Background: an optimization exercise with open tools, aiming at small area, a short achievable clock period and few clock cycles. Do not read the settings as production practice.
Function was checked by simulation only, so behaviour that the tests miss may differ from the original.
Power and IR drop assume default switching activity.

run 1:
Design modular_reduction, start of the top module:
module modular_reduction #(
    parameter DATA_WIDTH = 48,
    parameter Q_WIDTH    = 23
) (
    input  wire clk,
    input  wire rst_n,
    input  wire start,
    output reg  done,
    input  wire [DATA_WIDTH-1:0] data_in,
    output wire [Q_WIDTH-1:0]    data_out
);
  wire [47:0] x = data_in;
  wire [47:0] nx = ~data_in;
  wire ks0, kc0, ks1, kc1, ks2, kc2, ks3, kc3, ks4, kc4, ks5, kc5, ks6, kc6, ks7, kc7, ks8, kc8, ks9, kc9, ks10, kc10, ks11, kc11, ks12, kc12, ks13, kc13, ks14, kc14, ks15, kc15, ks16, kc16, fs0, fc0, hs0, hc0, hs1, hc1, fs1, fc1, fs2, fc2, fs3, fc3, hs2, hc2, fs4, fc4, fs5, fc5, fs6, fc6, hs3, hc3, fs7, fc7, hs4, hc4, hs5, hc5, hs6, hc6, hs7, hc7, hs8, hc8, fs8, fc8, fs9, fc9, fs10, fc10, fs11, fc11, hs9, hc9, hs10, hc10, hs11, hc11, hs12, hc12, hs13, hc13, hs14, hc14, hs15, hc15, hs16, hc16, fs12, fc12, fs13, fc13, fs14, fc14, fs15, fc15, fs16, fc16, fs17, fc17, fs18, fc18, fs19, fc19, fs20, fc20, fs21, fc21, hs17, hc17, fs22, fc22, fs23, fc23, fs24, fc24, fs25, fc25, fs26, fc26, fs27, fc27, fs28, fc28, fs29, fc29, fs30, fc30, fs31, fc31, fs32, fc32, fs33, fc33, fs34, fc34, fs35, fc35, fs36, fc36, fs37, fc37, fs38, fc38, fs39, fc39, fs40, fc40, fs41, fc41, fs42, fc42, fs43, fc43, fs44, fc44;
  assign ks0 = x[23] ^ x[33];
  assign kc0 = x[23] & x[33];
  assign ks1 = x[25] ^ x[35];
  assign kc1 = x[25] & x[35];
  assign ks2 = x[28] ^ x[38];
  assign kc2 = x[28] & x[38];
  assign ks3 = x[29] ^ x[39];
  assign kc3 = x[29] & x[39];
  assign ks4 = x[30] ^ x[40];
  assign kc4 = x[30] & x[40];
  assign ks5 = x[31] ^ x[41];
  ...
For scale: about 400 cells after synthesis, ~27 flip-flops, about 75 I/O pins.
clock: 5.0 ns
lec_check: 0
abc_area: 1
cap_margin: 20
core_margin: 2
core_utilization: 40
setup_slack_margin: 1.0
slew_margin: 20
standard.sh (not shown) runs the stock make flow with config.mk's settings and CLKGATE_MAP_FILE= SYNTH_SCRIPT=/design/flow/synth_recipe.tcl, a recipe that flattens the netlist after the stock synthesis.
==> flow/flow/run.sh <==
#!/bin/bash
# Own layout flow: the standard flow with these changes.
#  - Synthesis: the standard flow's synthesis script, except that Yosys's extract_fa runs
#    only inside module fa3 (the RTL's full adder), which is kept as its own
#    module until the final flatten, so every fa3 becomes one
#    sky130_fd_sc_hd__fa_1 and all other logic is left to abc (no half adders
#    and no inverters forced around extracted adders). Everything else,
#    including the final flatten and renaming, is synth_recipe.tcl as given.
#  - If flow/abc.script exists, abc runs it instead of ORFS's abc script.
#  - Port buffers: plain sky130_fd_sc_hd__buf_1 instead of the buffer that
#    buffer_ports picks by itself (a 0.5 ns clkdlybuf4s50_1).
# Each tool's output goes to standard.log (make) and ORFS's own logs.
set -euo pipefail
W=$PWD
S="$FLOW_HOME/scripts/synth.tcl"
grep -q 'extract_fa {\*}\[dont_use_extract_fa_args\]' "$S"
grep -q '^  log_cmd abc {\*}$abc_args$' "$S"
ABC_SED=()
if [[ -f "$W/flow/abc.script" ]]; then
  ABC_SED=(-e "s#^  log_cmd abc {\*}\$abc_args\$#  lset abc_args 1 $W/flow/abc.script\n  log_cmd abc {*}\$abc_args#")
fi
sed -e 's/extract_fa {\*}\[dont_use_extract_fa_args\]/extract_fa -fa fa3/' "${ABC_SED[@]}" \
  "$S" > "$W/own_synth_body.tcl"
sed "s#source \$::env(SCRIPTS_DIR)/synth.tcl#source $W/own_synth_body.tcl#" \
  "$W/synth_recipe.tcl" > "$W/own_synth.tcl"
grep -q "own_synth_body.tcl" "$W/own_synth.tcl"
bash standard.sh "SYNTH_SCRIPT=$W/own_synth.tcl" "SYNTH_KEEP_MODULES=fa3" \
  "BUFFER_PORTS_ARGS=-buffer_cell sky130_fd_sc_hd__buf_1" finish > standard.log 2>&1
==> flow/flow/abc.script <==
&get -n
&st
&dch
&nf -a
&put
topo
stime -c
buffer -c
upsize -c
dnsize -c
Testbench counts of run 1, summed over its fixed seeds: cycles 16,000.
Setup changes, run 1 to run 2
--- a/flow/flow/abc.script
+++ b/flow/flow/abc.script
@@ -9,2 +9,10 @@
 upsize -c
 dnsize -c
+strash
+dch
+map
+topo
+stime -c
+buffer -c
+upsize -c
+dnsize -c
--- a/flow/config.mk
+++ b/flow/config.mk
@@ -10,4 +10,4 @@
 export CORE_MARGIN = 2
 export CORE_UTILIZATION = 40
-export SETUP_SLACK_MARGIN = 1.0
+export SETUP_SLACK_MARGIN = 0.6
 export SLEW_MARGIN = 20
==> run notes <==
- The final layout from run 2, which completed every stage, passed the timing, design-rule and antenna checks at the end of the flow.
- Comparing run 1 and run 2, the lower part of the power in the clock network is on run 1.
- Sort run 1 and run 2 by all-layer global routing usage, descending, and run 2 comes first.
- Summary of the comparison: fraction of final layout cells sized beyond drive strength 1 is lower in run 2, relative to run 1.
[inputs] run 3 vs run 2
==> flow/flow/abc.script <==
&get -n
&st
&dch
&nf -a
&put
--- a/flow/config.mk
+++ b/flow/config.mk
@@ -10,4 +10,4 @@
 export CORE_MARGIN = 2
 export CORE_UTILIZATION = 40
-export SETUP_SLACK_MARGIN = 0.6
+export SETUP_SLACK_MARGIN = 0.8
 export SLEW_MARGIN = 20
Status | run 3 and run 2 | clean
Setup slack: run 3 vs run 2 down 0.067 ns
Lower power per cell area among run 3 and run 2: run 2
Cmp run 3 vs run 2: combinational power higher in run 3
Here is what was changed in the inputs of run 4 compared with run 3.
==> flow/flow/abc.script <==
&get -n
&st
&dch
&nf -a
&put
topo
stime -c
buffer -c
upsize -c
dnsize -c
--- a/flow/config.mk
+++ b/flow/config.mk
@@ -10,4 +10,4 @@
 export CORE_MARGIN = 2
 export CORE_UTILIZATION = 40
-export SETUP_SLACK_MARGIN = 0.8
+export SETUP_SLACK_MARGIN = 0.6
 export SLEW_MARGIN = 20
### Flow results
Against run 3 as the reference, run 4 delivers a higher logic depth of the worst path, buffers included. Compared with run 3, run 4 shows a higher switching fraction of total power. Changes observed in run 4 relative to run 3: combinational group share of total power dropped 1.1 points, sum of routed wire length over all layers up 130 um. Between run 3 and run 4, the floorplan core area is lower for run 3. Clock network fraction of total power (run 4 over run 3): increase, 0.3 points.

---

Another version of the RTL of modular_reduction (not shown whole).
export LEC_CHECK = 0
export ABC_CLOCK_PERIOD_IN_PS = 2500
export CAP_MARGIN = 20
export CORE_MARGIN = 2
export CORE_UTILIZATION = 40
export SLEW_MARGIN = 20
create_clock -name core_clock -period 5.0 [get_ports {clk}]
==> flow/flow/run.sh <==
#!/bin/bash
# Own layout flow: the standard flow (standard synthesis included), with
# plain sky130_fd_sc_hd__buf_1 cells as the port buffers instead of the
# buffer that buffer_ports picks by itself (a 0.5 ns clkdlybuf4s50_1).
set -euo pipefail
bash standard.sh "BUFFER_PORTS_ARGS=-buffer_cell sky130_fd_sc_hd__buf_1" finish > standard.log 2>&1
The starting point went through all stages and came out clean.
Testbench counts at the start, summed over its fixed seeds: cycles 16,000.
Then changed:
- ABC_AREA: default -> 1
- ABC_CLOCK_PERIOD_IN_PS: 2500 -> default
- SETUP_SLACK_MARGIN: default -> 0.6
The changed run ran to the end with no violations. Final area grows by 3.3%. Core utilization shrinks by 0.69 points. Critical path depth grows by 2. Flip-flop and latch count stays the same. Hold slack improves by 0.032 ns.
Then changed:
- SETUP_SLACK_MARGIN: 0.6 -> default
Outcome: Sequential share of layout area is about the same; synthesized area stays the same; count of clock-buffer cells in the layout is unchanged; wire length barely changes; clock power stays flat; critical path depth climbs by 2; sequential power stays flat; sequential cell count is unchanged.
Then changed:
- ABC_AREA: 1 -> default
=> The new run passed the timing, design-rule and antenna checks. Count of clock-buffer cells in the layout drops by 1. Synthesized area came out lower by 4.1%. Sequential power rose by 6.9%.
Then changed:
- ABC_AREA: default -> 1
- SETUP_SLACK_MARGIN: default -> 0.8
- The new run ran to the end with no violations
- non-clock buffer count drops by 5
- global-route usage climbs by 0.28 points
- total power climbs by 4.6%
- clock power climbs by 38%
- first-iteration DRC count climbs by 58%
- sequential share of layout area drops by 0.49 points
- cell count climbs by 15%

---

modular_reduction again, from the RTL that the note above started with.
Settings: LEC_CHECK=0, CAP_MARGIN=20, CORE_MARGIN=2, CORE_UTILIZATION=40, SETUP_SLACK_MARGIN=1.0, SLEW_MARGIN=20; clock period 5.0 ns.
Scripts as last shown in full above: flow/flow/run.sh
Testbench counts at the start, summed over its fixed seeds: cycles 16,000.
Next try:
SETUP_SLACK_MARGIN = 0.6   (was 1.0)
Effect:
- area after synthesis does not change
- via count goes down by 2.4%
- utilization goes down by 3.1 points
- power goes down by 8.1%
- global-route usage goes up by 0.40 points
- cell area goes down by 6.0%
- die area stays the same
- sequential cell count is unchanged
- fmax goes down by 2.6%
- clock-buffer cell count does not change
- clock power stays flat
Next try:
==> flow/run.sh (new file) <==
#!/bin/bash
# synth_recipe.tcl (not shown) runs the flow's synth.tcl, then flattens the netlist and writes it again
# the make line also repeats each setting of config.mk as NAME=value (left out here)
make -C /OpenROAD-flow-scripts/flow DESIGN_CONFIG=/design/flow/config.mk WORK_HOME=/design/flow/orfs CLKGATE_MAP_FILE= SYNTH_SCRIPT=/design/flow/synth_recipe.tcl finish
SETUP_SLACK_MARGIN = default   (was 0.6)
removed: flow/flow/run.sh
removed: flow/standard.sh
Core utilization climbs by 3.9 points.
Worst hold slack improved by 0.40 ns.
Maximum frequency drops by about 10%.
Combinational power climbs by about 7%.
Worst setup slack got worse by 0.47 ns.
Global-route usage climbs by 0.56 points.
Synthesized cell count is unchanged.
Power climbs by 4.9%.
First-iteration DRC count climbs by 68%.
Synthesized area does not change.

==> separate check: timing with driven ports <==
In the flow no input, the clock included, has a driving cell. The finished layouts below were timed again as built, in two steps. Step 1 (the two cells are an assumption about what drives the block):
set clk [get_ports {clk}]
set_driving_cell -lib_cell sky130_fd_sc_hd__clkbuf_16 $clk
set_driving_cell -lib_cell sky130_fd_sc_hd__buf_2 [delete_from_list [all_inputs] $clk]
Step 2, shift: input delay + t, output delay - t, t = (earliest + latest rising clock arrival at the registers) / 2. This alone moves slack from input paths to output paths. a / b / c = ideal ports / drivers / drivers and shift; a / b = the first two.
| run | t (ns) | setup slack, ns | worst register clock-pin slew, ns |
|---|---|---|---|
| run 1 | 0.296 | 1.085 / 1.074 / 0.787 | 0.09 / 0.09 |
| run 2 | 0.294 | 1.007 / 1.015 / 0.721 | 0.09 / 0.09 |
| run 3 | 0.295 | 0.940 / 0.948 / 0.652 | 0.09 / 0.09 |
| run 4 | 0.296 | 0.867 / 0.869 / 0.573 | 0.09 / 0.09 |
| the first run of note 2 | 0.300 | 0.348 / 0.350 / 0.050 | 0.09 / 0.09 |
| the second run of note 2 | 0.289 | 0.796 / 0.813 / 0.524 | 0.06 / 0.06 |
| the third run of note 2 | 0.289 | 0.604 / 0.565 / 0.511 | 0.06 / 0.06 |
| the fourth run of note 2 | 0.300 | 0.348 / 0.350 / 0.050 | 0.09 / 0.09 |
| the fifth run of note 2 | 0.289 | 0.952 / 0.967 / 0.680 | 0.06 / 0.06 |
| the first run of note 3 | 0.305 | 0.791 / 0.764 / 0.498 | 0.10 / 0.10 |
| the second run of note 3 | 0.309 | 0.679 / 0.648 / 0.396 | 0.10 / 0.10 |
| the third run of note 3 | 0.309 | 0.209 / 0.190 / -0.096 | 0.10 / 0.10 |
Met with ideal ports but missed after step 2: setup timing in the third run of note 3. For the third run of note 3, which loses most, drivers alone change the setup slack by -0.019 ns; drivers and shift together by -0.305 ns.
